What follows belongs to an exercise in optimizing a design on an open flow for small area; a production flow would make more cautious choices. The RTL was checked by simulation tests, not by an equivalence proof against the original design.

==> design/flow/run.sh <==
#!/bin/bash
# synth_recipe.tcl (not shown) runs the flow's synth.tcl, then flattens the netlist and writes it again
# the make line also repeats each setting of config.mk as NAME=value (left out here)
make -C /OpenROAD-flow-scripts/flow DESIGN_CONFIG=/design/flow/config.mk WORK_HOME=/design/flow/orfs CLKGATE_MAP_FILE= SYNTH_SCRIPT=/design/flow/synth_recipe.tcl finish
==> design/flow/config.mk <==
export PLATFORM = sky130hd
export DESIGN_NAME = spi
export DESIGN_NICKNAME = spi
export VERILOG_FILES = /design/flow/design.v
export SDC_FILE = /design/flow/constraint.sdc
export NUM_CORES = 4
export LEC_CHECK = 0
export CAP_MARGIN = 20
export CORE_MARGIN = 2
export CORE_UTILIZATION = 40
export PLACE_DENSITY = 0.6
export SLEW_MARGIN = 20
==> design/flow/constraint.sdc <==
create_clock -name core_clock -period 8.0 [get_ports {pclk}]
set_input_delay 1.6000 -clock core_clock [delete_from_list [all_inputs] [get_ports {pclk}]]
set_output_delay 1.6000 -clock core_clock [all_outputs]
set_load 0.01 [all_outputs]
==> design/flow/design.v <==
module apbslave(pclk,presetn,paddr,pwrite,psel,penable,pwdata,ss,misodata,receivedata,
tip,prdata,mstr,cpol,cpha,lsbfe,spiswai,sppr,spr,spiintr_req,pready,pslverr,senddata,mosidata,spimode,state,spe);
reg [7:0]spicr1;
reg [7:0]spicr2;
reg [7:0]spisr;
reg [7:0]spibr;
reg [7:0]spidr;
input pclk,presetn,pwrite,psel,penable,ss,receivedata,tip;
input [2:0]paddr;
input [7:0]pwdata;
input [7:0]misodata;
output [7:0]prdata;
output spiintr_req;
output cpol,cpha,mstr,lsbfe,spiswai;
output pready,pslverr;
output reg senddata;
output reg[7:0]mosidata;
output reg [1:0]spimode;
wire temp=senddata;
wire [7:0]dcr1;
wire [7:0]dcr2;
wire [7:0]dbr;
wire [7:0]ddr;
wire dsend;
wire wrenb;
wire rdenb;
wire sptef;
wire spif;
output [2:0]sppr;
output [2:0]spr;
output spe;
wire modfen;
wire modf;
wire spie;
wire sptie;
wire ssoe;
parameter cr2mask=8'b00011011;
parameter brmask=8'b01110111;
wire spc0,bidiroe;
wire modef;
assign lsbfe=spicr1[0];
assign ssoe=spicr1[1];
assign cpha=spicr1[2];
assign cpol=spicr1[3];
assign mstr=spicr1[4];
assign sptie=spicr1[5];
assign spe=spicr1[6];
assign spie=spicr1[7];
assign spc0=spicr2[0];
assign spiswai=spicr2[1];
assign bidiroe=spicr2[3];
assign modfen=spicr2[4];
assign sppr=spibr[6:4];
assign spr=spibr[2:0];
parameter idle=2'b00,
	  setup=2'b01,
          enable=2'b10;
parameter spirun=2'b00,
          spiwait=2'b01,
          spistop=2'b10;
output reg [1:0]state;
reg [1:0]nextstate;
reg [1:0]nextmode;
assign prdata=(rdenb==0)?8'b0:((paddr==3'b000)?spicr1:((paddr==3'b001)?spicr2:((paddr==3'b010)?spibr:((paddr==3'b011)?spisr:spidr))));
assign pready=(state==enable)?1:0;
assign wrenb=((state==enable)&&(pwrite==1'b1))?1:0;
assign rdenb=((state==enable)&&(pwrite==1'b0))?1:0;
assign pslverr=(state==enable)?1:0;
assign sptef=(spidr==8'h00)?1:0;
assign spif=(spidr!=8'h00)?1:0;
assign modef=(~ss)&&mstr&&modfen&&(~ssoe);
assign spiintr_req=(~spie&&(~sptie))?1'b0:(spie&&(~sptie))?(spif||modf):((~spie&&sptie)?sptef:(spif||sptef||modf));
assign dcr2=(wrenb==1'b1)?((paddr==3'b001)?(pwdata&cr2mask):spicr2):spicr2;
assign dcr1=(wrenb==1'b1)?((paddr==3'b000)?pwdata:spicr1):spicr1;
assign dbr=(wrenb==1'b1)?((paddr==3'b010)?(pwdata&brmask):spibr):spibr;
assign ddr=(wrenb==1'b1)?((paddr==3'b101)?(pwdata):spidr):((spidr==pwdata)&(spidr!=misodata)&((spimode==spiwait)|(spimode==spirun)))?8'b0:((receivedata&((spimode==spiwait)|(spimode==spirun)))?misodata:spidr);
assign dsend=(wrenb==1'b1)?(senddata):((spidr==pwdata)&(spidr!=misodata)&((spimode==spiwait)|(spimode==spirun)))?(1'b1):((((spimode==spiwait)|(spimode==spirun))&receivedata)?1'b0:1'b0); 
assign modf=mstr&modfen&(~ss)&(~ssoe);
always@(posedge pclk)
begin
   spisr<=(presetn==0)?8'b00000000:{spif,1'b0,sptef,modf,4'b0};
end
always@(posedge pclk)
begin
  if(~presetn)
        mosidata<=8'b0; 
  else if(((spidr==pwdata)&&(spidr!=misodata))&&((spimode==spirun)||(spimode==spiwait))&&(~wrenb))
        mosidata<=spidr; 
end
always@(posedge pclk)
begin
	if(~presetn) state<=idle; 
	else state<=nextstate; 
end
always@(psel,penable,state)
begin
   nextstate=idle;
   case(state)
       idle:
        begin 
            if(psel&(~penable))
                 nextstate=setup;
        end
       setup:
         begin
             if(psel&penable)
                  nextstate=enable;
             else if((psel)&(~penable))
                   nextstate=setup;
         end
       enable:
          begin
             if(psel&(~penable))
                  nextstate=setup;
             else if((psel)&(penable))
                   nextstate=enable;
          end
    endcase
end
always@(posedge pclk)
begin
	if(~presetn) 
          spimode<=spirun; 
	else 
          spimode<=nextmode;
end
always@(spimode,spe,spiswai)
begin
  nextmode=spirun;
  case(spimode)
   spirun:
   begin 
        if(spe==1'b0) 
           nextmode=spiwait;
   end
   spiwait:
      begin
        if(spiswai==1'b1)
           nextmode=spistop; 
        else if((spe==1'b0)&(spiswai==1'b0))
           nextmode=spiwait;
      end
   spistop:
    begin
     if(spiswai==1'b0) 
         nextmode=spiwait; 
     else if(spiswai)
           nextmode=spistop;
    end
  endcase 
end  
always@(posedge pclk)
begin
  if(~presetn) begin spicr1<=8'h04; end
  else begin spicr1<=dcr1; end
end
always@(posedge pclk)
begin
  if(~presetn) begin spicr2<=8'h00; end
  else begin spicr2<=dcr2; end
end
always@(posedge pclk)
begin
  if(~presetn) begin spibr<=8'h00; end
  else begin spibr<=dbr; end
end
always@(posedge pclk)
begin 
  if(~presetn) begin spidr<=8'b0; end
  else begin spidr<=ddr; end
end
always@(posedge pclk)
begin
  if(~presetn) begin senddata<=1'b0; end
  else begin senddata<=dsend; end
end 
endmodule
module baudgenerator(pclk,presetn,spimode,spiswai,sppr,spr,cpol,cpha,ss,sclk,flaglow,flaghigh,flagslow,flagshigh,baudratedivisor);
input pclk,presetn,spiswai,cpol,cpha,ss;
input [1:0]spimode;
input [2:0]sppr;
input [2:0]spr;
output reg sclk,flaglow,flaghigh,flagslow,flagshigh;
output [11:0]baudratedivisor;
wire temp;
wire temp1;
wire presclk,dflaglow,dflaghigh,dflagslow,dflagshigh;
reg [11:0]count;
wire [11:0]dcount;
wire dsclk;
assign baudratedivisor=(sppr+1)*2**(spr+1);
assign temp=(((spimode==2'b00)|(spimode==2'b01))&(~ss)&(~spiswai));
assign temp1=((~cpha)&(cpol))|((cpha)&(~cpol));
assign presclk=1'b0;
assign dcount=(temp)?((count==(baudratedivisor-2'b01))?12'b0:(count+1'b1)):12'b0;
assign dsclk=(temp)?((count==(baudratedivisor-2'b01))?(~sclk):sclk):presclk;
assign dflaglow=(temp1)?flaglow:(sclk?(1'b0):((count==(baudratedivisor-2'b01))?1'b1:1'b0));
assign dflagslow=(temp1)?flagslow:(~sclk?(1'b0):((count==(baudratedivisor-2'b10))?1'b1:1'b0));
assign dflaghigh=(temp1)?(sclk?((count==(baudratedivisor-2'b01))?1'b1:1'b0):(1'b0)):flaghigh;
assign dflagshigh=(temp1)?(~sclk?((count==(baudratedivisor-2'b10))?1'b1:1'b0):(1'b0)):flagshigh;
always@(posedge pclk)
begin
 if(~presetn) begin count<=12'b0; end
 else begin count<=dcount; end
end
always@(posedge pclk)
begin
 if(~presetn) begin sclk<=presclk; end
 else begin sclk<=dsclk; end
end
always@(posedge pclk)
begin
 if(~presetn) begin flaglow<=1'b0; end
 else begin flaglow<=dflaglow; end
end
always@(posedge pclk)
begin
 if(~presetn) begin flagslow<=1'b0; end
 else begin flagslow<=dflagslow; end
end
always@(posedge pclk)
begin
 if(~presetn) begin flaghigh<=1'b0; end
 else begin flaghigh<=dflaghigh; end
end
always@(posedge pclk)
begin
 if(~presetn) begin flagshigh<=1'b0; end
 else begin flagshigh<=dflagshigh; end
end
endmodule
module shiftregister(pclk,presetn,ss,senddata,lsbfe,cpha,cpol,flaglow,flaghigh,flagslow,flagshigh,mosidata,miso,receivedata,mosi,misodata,count,count1,count2,count3);
input pclk,presetn,ss,senddata,lsbfe,cpha,cpol,flaglow,flaghigh,flagslow,flagshigh;
input [7:0]mosidata;
input miso,receivedata;
output reg mosi;
output [7:0]misodata;
output reg [2:0]count;
output reg [2:0]count1;
output reg [2:0]count2;
output reg [2:0]count3;
reg [7:0]tempreg;
reg [7:0]shift_register;
wire temp,dtemp,tempout;
wire [2:0]tempcount;
wire [2:0]tempcount2;
wire [7:0]dtempshift;
wire dtempmosi;
assign temp=((~cpol)&cpha)|((~cpha)&cpol); 
assign tempout=(tempreg[count2])|(tempreg[count3]);
assign tempcount=({3{~ss}})&(temp?(lsbfe?(flagshigh?((count<=3'd7)?((count+1'b1)&({3{flagshigh}})):(3'd0)):(count)):(flagshigh?((count1>=3'd0)?((count1-1'b1)&({3{flagshigh}})):(3'd7)):(count1))):(lsbfe?(flagslow?((count<=3'd7)?((count+1'b1)&({3{flagslow}})):(3'd0)):(count)):(flagslow?((count1>=3'd0)?((count1-1'b1)&({3{flagslow}})):(3'd7)):(count1))));
assign tempcount2=({3{~ss}})&(temp?(lsbfe?(flaghigh?((count2<=3'd7)?((count2+1'b1)&({3{flaghigh}})):(3'd0)):(count2)):(flaghigh?((count3>=3'd0)?((count3-1'b1)&({3{flaghigh}})):(3'd7)):(count3))):(lsbfe?(flaglow?((count2<=3'd7)?((count2+1'b1)&({3{flaglow}})):(3'd0)):(count2)):(flaglow?((count3>=3'd0)?((count3-1'b1)&({3{flaglow}})):(3'd7)):(count3))));
assign dtemp=(~ss)&(temp?(lsbfe?((count2<=3'd7)?((miso)&(flaghigh)):(tempout)):((count3>=3'd0)?((miso)&(flaghigh)):(tempout))):(lsbfe?((count2<=3'd7)?((miso)&(flaglow)):(tempout)):((count3>=3'd0)?((miso)&(flaglow)):(tempout))));
assign misodata=(receivedata==1'b1)?tempreg:8'h00;
assign dtempshift=(senddata==1'b1)?mosidata:shift_register;
assign dtempmosi=(~ss)?((temp==1'b1)?((lsbfe==1)?((count<=3'd7)?((flagshigh==1)?(shift_register[count]):(mosi)):(mosi)):(mosi)):((count>=3'd0)?((flagshigh==1'b1)?(shift_register[count1]):(mosi)):(mosi))):mosi;
always@(posedge pclk)
begin
  if(~presetn) begin mosi<=1'b0; end
  else begin mosi<=dtempmosi; end
end
always@(posedge pclk)
begin
   if(~presetn)begin shift_register<=8'b0; end
   else begin shift_register<=dtempshift; end
end
always@(posedge pclk)
begin
 if(~presetn)
   begin
     count<=3'b0;
     count1<=3'b0;
   end
  else
    begin
       if(lsbfe) begin count<=tempcount; end
       else begin count1<=tempcount; end
    end
end
always@(posedge pclk)
begin
 if(~presetn)
   begin
     count2<=3'b0;
     count3<=3'b0;
   end
  else
    begin
       if(lsbfe) begin count2<=tempcount2; end
       else begin count3<=tempcount2; end
    end
end
always@(posedge pclk)
begin
 if(~presetn)
   begin
     tempreg<=8'b0;
   end
  else
    begin
       if(lsbfe) begin tempreg[count2]<=dtemp; end
       else begin tempreg[count3]<=dtemp; end
    end
end
endmodule
module sscontrol(pclk,presetn,mstr,spiswai,spimode,senddata,baudratedivisor,target,receivedata,ss,tip,count);
input pclk,presetn,mstr,spiswai,senddata;
input [1:0]spimode;
input [11:0]baudratedivisor;
output reg receivedata;
output reg ss;
output tip;
wire drcv;
wire dss;
output [15:0]target;
wire [15:0]dcnt;
output reg [15:0]count;
assign tip=(~ss);
assign drcv=(mstr&(~spiswai)&((spimode==2'b01)|(spimode==2'b00)))?((senddata==1'b1)?(1'b0):(((count<(target-1'b1))|(count==(target-1'b1)))?((count==(target-1'b1))?(1'b1):(receivedata)):(1'b0))):(1'b0);
assign dss=(mstr&(~spiswai)&((spimode==2'b01)|(spimode==2'b00)))?((senddata==1'b1)?(1'b0):(((count<(target-1'b1))|(count==(target-1'b1)))?(1'b0):(1'b1))):(1'b1);
assign dcnt=(mstr&(~spiswai)&((spimode==2'b01)|(spimode==2'b00)))?((senddata==1'b1)?(16'b0):((count<(target-1'b1))?(count+1'b1):(16'h0000))):(16'h0000);
assign target=baudratedivisor*16;
always@(posedge pclk)
begin
 if(~presetn)
     receivedata<=1'b0;
 else
     receivedata<=drcv;
end
always@(posedge pclk)
begin
 if(~presetn)
     ss<=1'b1;
 else
     ss<=dss;
end
always@(posedge pclk)
begin
 if(~presetn)
     count<=16'hffff;
 else
     count<=dcnt;
end
endmodule
module spi(pclk,presetn,paddr,pwrite,psel,penable,pwdata,miso,sclk,ss,spiintr_req,mosi,prdata,pready,pslverr);
input pclk,presetn,pwrite,psel,penable,miso;
input[2:0]paddr;
input[7:0]pwdata;
output ss,sclk,spiintr_req,mosi,pready,pslverr;
output [7:0]prdata;
wire [1:0]spimode;
wire [1:0]state;
wire spe;
wire [7:0]misodata;
wire [7:0]mosidata;
wire senddata,receivedata;
wire tip;
wire mstr,cpol,cpha,lsbfe,spiswai;
wire [2:0]sppr;
wire [2:0]spr;
wire flaglow,flaghigh,flagslow,flagshigh;
wire [11:0]baudratedivisor;
wire [2:0]count;
wire [2:0]count1;
wire [2:0]count2;
wire [2:0]count3;
wire [15:0]target;
wire [15:0]cnt;
apbslave dut(pclk,presetn,paddr,pwrite,psel,penable,pwdata,ss,misodata,receivedata,tip,prdata,mstr,cpol,cpha,lsbfe,spiswai,sppr,spr,spiintr_req,pready,pslverr,senddata,mosidata,spimode,state,spe);
baudgenerator dut1(pclk,presetn,spimode,spiswai,sppr,spr,cpol,cpha,ss,sclk,flaglow,flaghigh,flagslow,flagshigh,baudratedivisor);
shiftregister dut2(pclk,presetn,ss,senddata,lsbfe,cpha,cpol,flaglow,flaghigh,flagslow,flagshigh,mosidata,miso,receivedata,mosi,misodata,count,count1,count2,count3);
sscontrol dut3(pclk,presetn,mstr,spiswai,spimode,senddata,baudratedivisor,target,receivedata,ss,tip,cnt);
endmodule
==> run notes <==
[report_power, final]
part | switching, mW | internal, mW
Combinational | 0.0624 | 0.0511
Sequential | 0.00722 | 0.533
Clock | 0.204 | 0.252
[flip-flops by register name, indices dropped and copies added, names as in the netlist, 4 cells and up]
register             cells
dut.mosidata             8
dut.spicr2               4
dut.spibr                6
dut1.count              12
dut3.count              16
dut.spidr                8
dut.spicr1               8
dut2.tempreg             8
dut2.shift_register      8
[metal layers]
layer / routed length, um / share of wire [%] / vias to the layer above / global-route usage, %
met5: 0 / 0 / - / 0
met4: 166 / 0.90 / 0 / 3.53
met3: 431 / 2.3 / 10 / 3.21
met2: 8930 / 48 / 57 / 30.6
met1: 8990 / 49 / 3000 / 25.1
li1: - / - / 3255 / -
[kinds of logic (layout without fill, tap and decap cells)]
kind of cell	count (synthesis)	count (layout)	share of synthesized area [%]
buf+inv	102	96	5.11
compound gates	171	171	15.7
simple gates	366	366	24.8
flops	106	106	26.9
other cells	2	8	0.0952
mux	53	53	7.73
xor+xnor	75	75	8.93
fa+ha+maj	58	58	10.8
[how the worst max path moves through the flow]
stage / endpoint / slack [ns]
after CTS: dut3.count[15] / 1.88
after floorplan: dut3.count[3] / 2.62
after detailed placement: dut3.count[15] / 1.90
after global routing: dut3.count[6] / 1.41
after global placement: dut3.count[1] / 2.06
final: dut3.count[15] / 1.93
[synthesized netlist by cell type, drive strengths merged, types with 27 or more instances]
| master | count | area [um2] |
|---|---|---|
| dfxtp | 106 | 2120 |
| nand2 | 86 | 325 |
| nor2 | 63 | 239 |
| inv | 47 | 176 |
| clkbuf | 46 | 173 |
| mux2i | 44 | 440 |
| nor2b | 43 | 269 |
| ha | 41 | 513 |
| xnor2 | 40 | 377 |
| o21ai | 35 | 175 |
| xor2 | 34 | 305 |
| a21oi | 33 | 173 |
| nand3 | 32 | 160 |
| and3 | 27 | 170 |
[layout make-up]
type / count / area share, %
flip-flops and latches: 106 / 24.5
multi-input cells: 731 / 62.3
clock inverters: 5 / 0.738
inverters: 47 / 2.04
clock buffers: 10 / 2.76
well taps: 265 / 3.83
repair buffers: 34 / 3.76
[critical path, delay by kind of cell (launching register included)]
| family | cells | cell delay (ns) |
|---|---|---|
| xor+xnor | 2 | 0.37 |
| fa+ha+maj | 5 | 2.02 |
| simple gates | 7 | 1.58 |
| buf+inv | 2 | 0.11 |
| flops | 1 | 0.49 |
| compound gates | 5 | 1.39 |
==> impl_metrics.yaml <==
outcome:
  status: "timing/DRC/antenna clean"
final_layout:
  final_cell_mix: "dfxtp_1, nand2_1, nor2_1, inv_1, mux2i_1"
  syn_to_final_growth_pct: 9.69
  fill_cells: 2000
  fin_nets: 1004
  layout-drive-gt1-share_pct: 6.43
  diodes: 0
  register_area_um2: 2120
  final_cell_area_um2: 8650
  utilization_pct: 44.6
  multi_input_area_um2: 5390
  finalNonFillerCells: 1198
  final_common_cell: "dfxtp_1"
critical_path:
  critPathMaxStageDelay_ns: 0.56
  cpMaxStageDelayCell: "fa_1"
  end_kind: "flop"
  reg2reg_from: "dut.spibr[4]"
  path_class: "flop to flop"
  r2r_slack_ns: 1.93
  worstPathArrival_ns: 6.33
  worstRegToRegCells: 21
  crit_top_cell: "fa_1"
  setup.worst_path.start: "dut.spibr[4]"
  start_kind: "flop"
  reg2reg_to: "dut3.count[15]"
  worst_ep_required_time_ns: 8.27
  path_max_fanout: 16
  crit_chain: "ha_1, xor2_1, nand2b_1, or2_2, fa_1, inv_1, fa_1, inv_1, fa_1, nand2b_1, a21oi_2, xnor2_4, a311o_2, and2_2, ha_1, and4_1, nand3_1, o221ai_1, a21oi_1, nand3b_1, o21ai_0"
flow_run:
  drv_cap: 0
floorplanning:
  num_rows: 51
  io-pin-count: 31
  die_area_um2: 20900
  initial_core_util_pct: 40.7
  core_um2: 19400
  die_height_um: 144
  die_w_um: 144
logic_synthesis:
  synthArstFlopShare_pct: 0
  yosysWarningCount: 4
  synth-main-ff-cell: "dfxtp_1"
  synth_seq_area_share_pct: 26.9
  synthesis.instances: 933
  synth-edff-count: 0
  syn_avg_cell_area_um2: 8.45
  synth_seq_cells: 106
  ys_types: 85
  syn_area_um2: 7890
route:
  ant_nets: 0
  vias: 6322
  wl_um: 18500
  viasPerCell: 5.28
  drc: 0
  drt_iter0_drc: 284
  wl_per_cell_um: 15.5
  dr.pass1.iters: 4
timing:
  maxSlewViolCount: 0
  period_minus_slack_ns: 6.07
  clock.fmax_ghz: 0.165
  rsz0062_at_grt: "no"
  setup_slack_ns: 1.93
  tightestPinTransition_ns: 0.881
  hold_viol_final: 0
  clock_skew_ns: 0.00860
  fin_hold_ws_ns: 0.477
  max_slew_margin_pct: 41.0
  fin_crit_sh_pct: 75.8
  tns_ns: 0
  finalSetupViolCount: 0
place:
  place_area_um2: 8340
  post-place-cells: 1183
  gp_congestion: 0.845
  place_ws_ns: 1.90
  io_buffers: 30
  dpl.hpwl_um: 13800
clocking:
  clk_latency_ns: 0.35
  post_cts_resized: 0
  cts.hold.buffers_added: 0
  clockRootBuffer: "clkbuf_16"
  clock_sinks: 106
  numCtsBuffers: 9
  cts_tree: "done"
  post_cts_buffers: 0
  clk_pin_slew_ns: 0.07
  cts_max_level: 3
  clockBufferDepth: 2
global_routing:
  antenna_found_initial: 0
  grt_usage_pct: 18.4
  grt_pass1_wl_um: 30500
  grt_overflow: 0
  grt_start_max_net_pins: 96
  grt_pass1_vias: 5907
power_and_ir_drop:
  p_leak_nw: 3.32
  total_power_mw: 1.11
  vdd_drop_max_mv: 0.112
  powerDensity_nw_per_um2: 128
hold_path:
  hold_path_end: "dut.state[0]"
  min_path_type: "flop to flop"
  hold_depth: 1
  hold_start: "dut.state[1]"

port drivers added, routing unchanged:
The flow's constraints put no driver on any port. The routed layout listed below was extracted and timed again, unchanged, in two steps.
Step 1, drivers: a clkbuf_16 drives pclk and a buf_2 each remaining input, both assumed.
Step 2 adds t to the input delays and takes it off the output delays; t is the mean of the earliest and latest rising clock arrival at the registers after step 1. Input paths then give back, and output paths get back, about the clock's delay inside the block.
a / b / c = ideal / step 1 / step 2; a / b = the first two.
shift t [ns]: 0.397
setup slack, ns: 1.932 / 1.932 / 1.932
cell pins on the clock port's net: 1
After both steps this run still meets setup and hold. For this run, drivers alone change the setup slack by 0.000 ns; drivers and shift together by 0.000 ns.
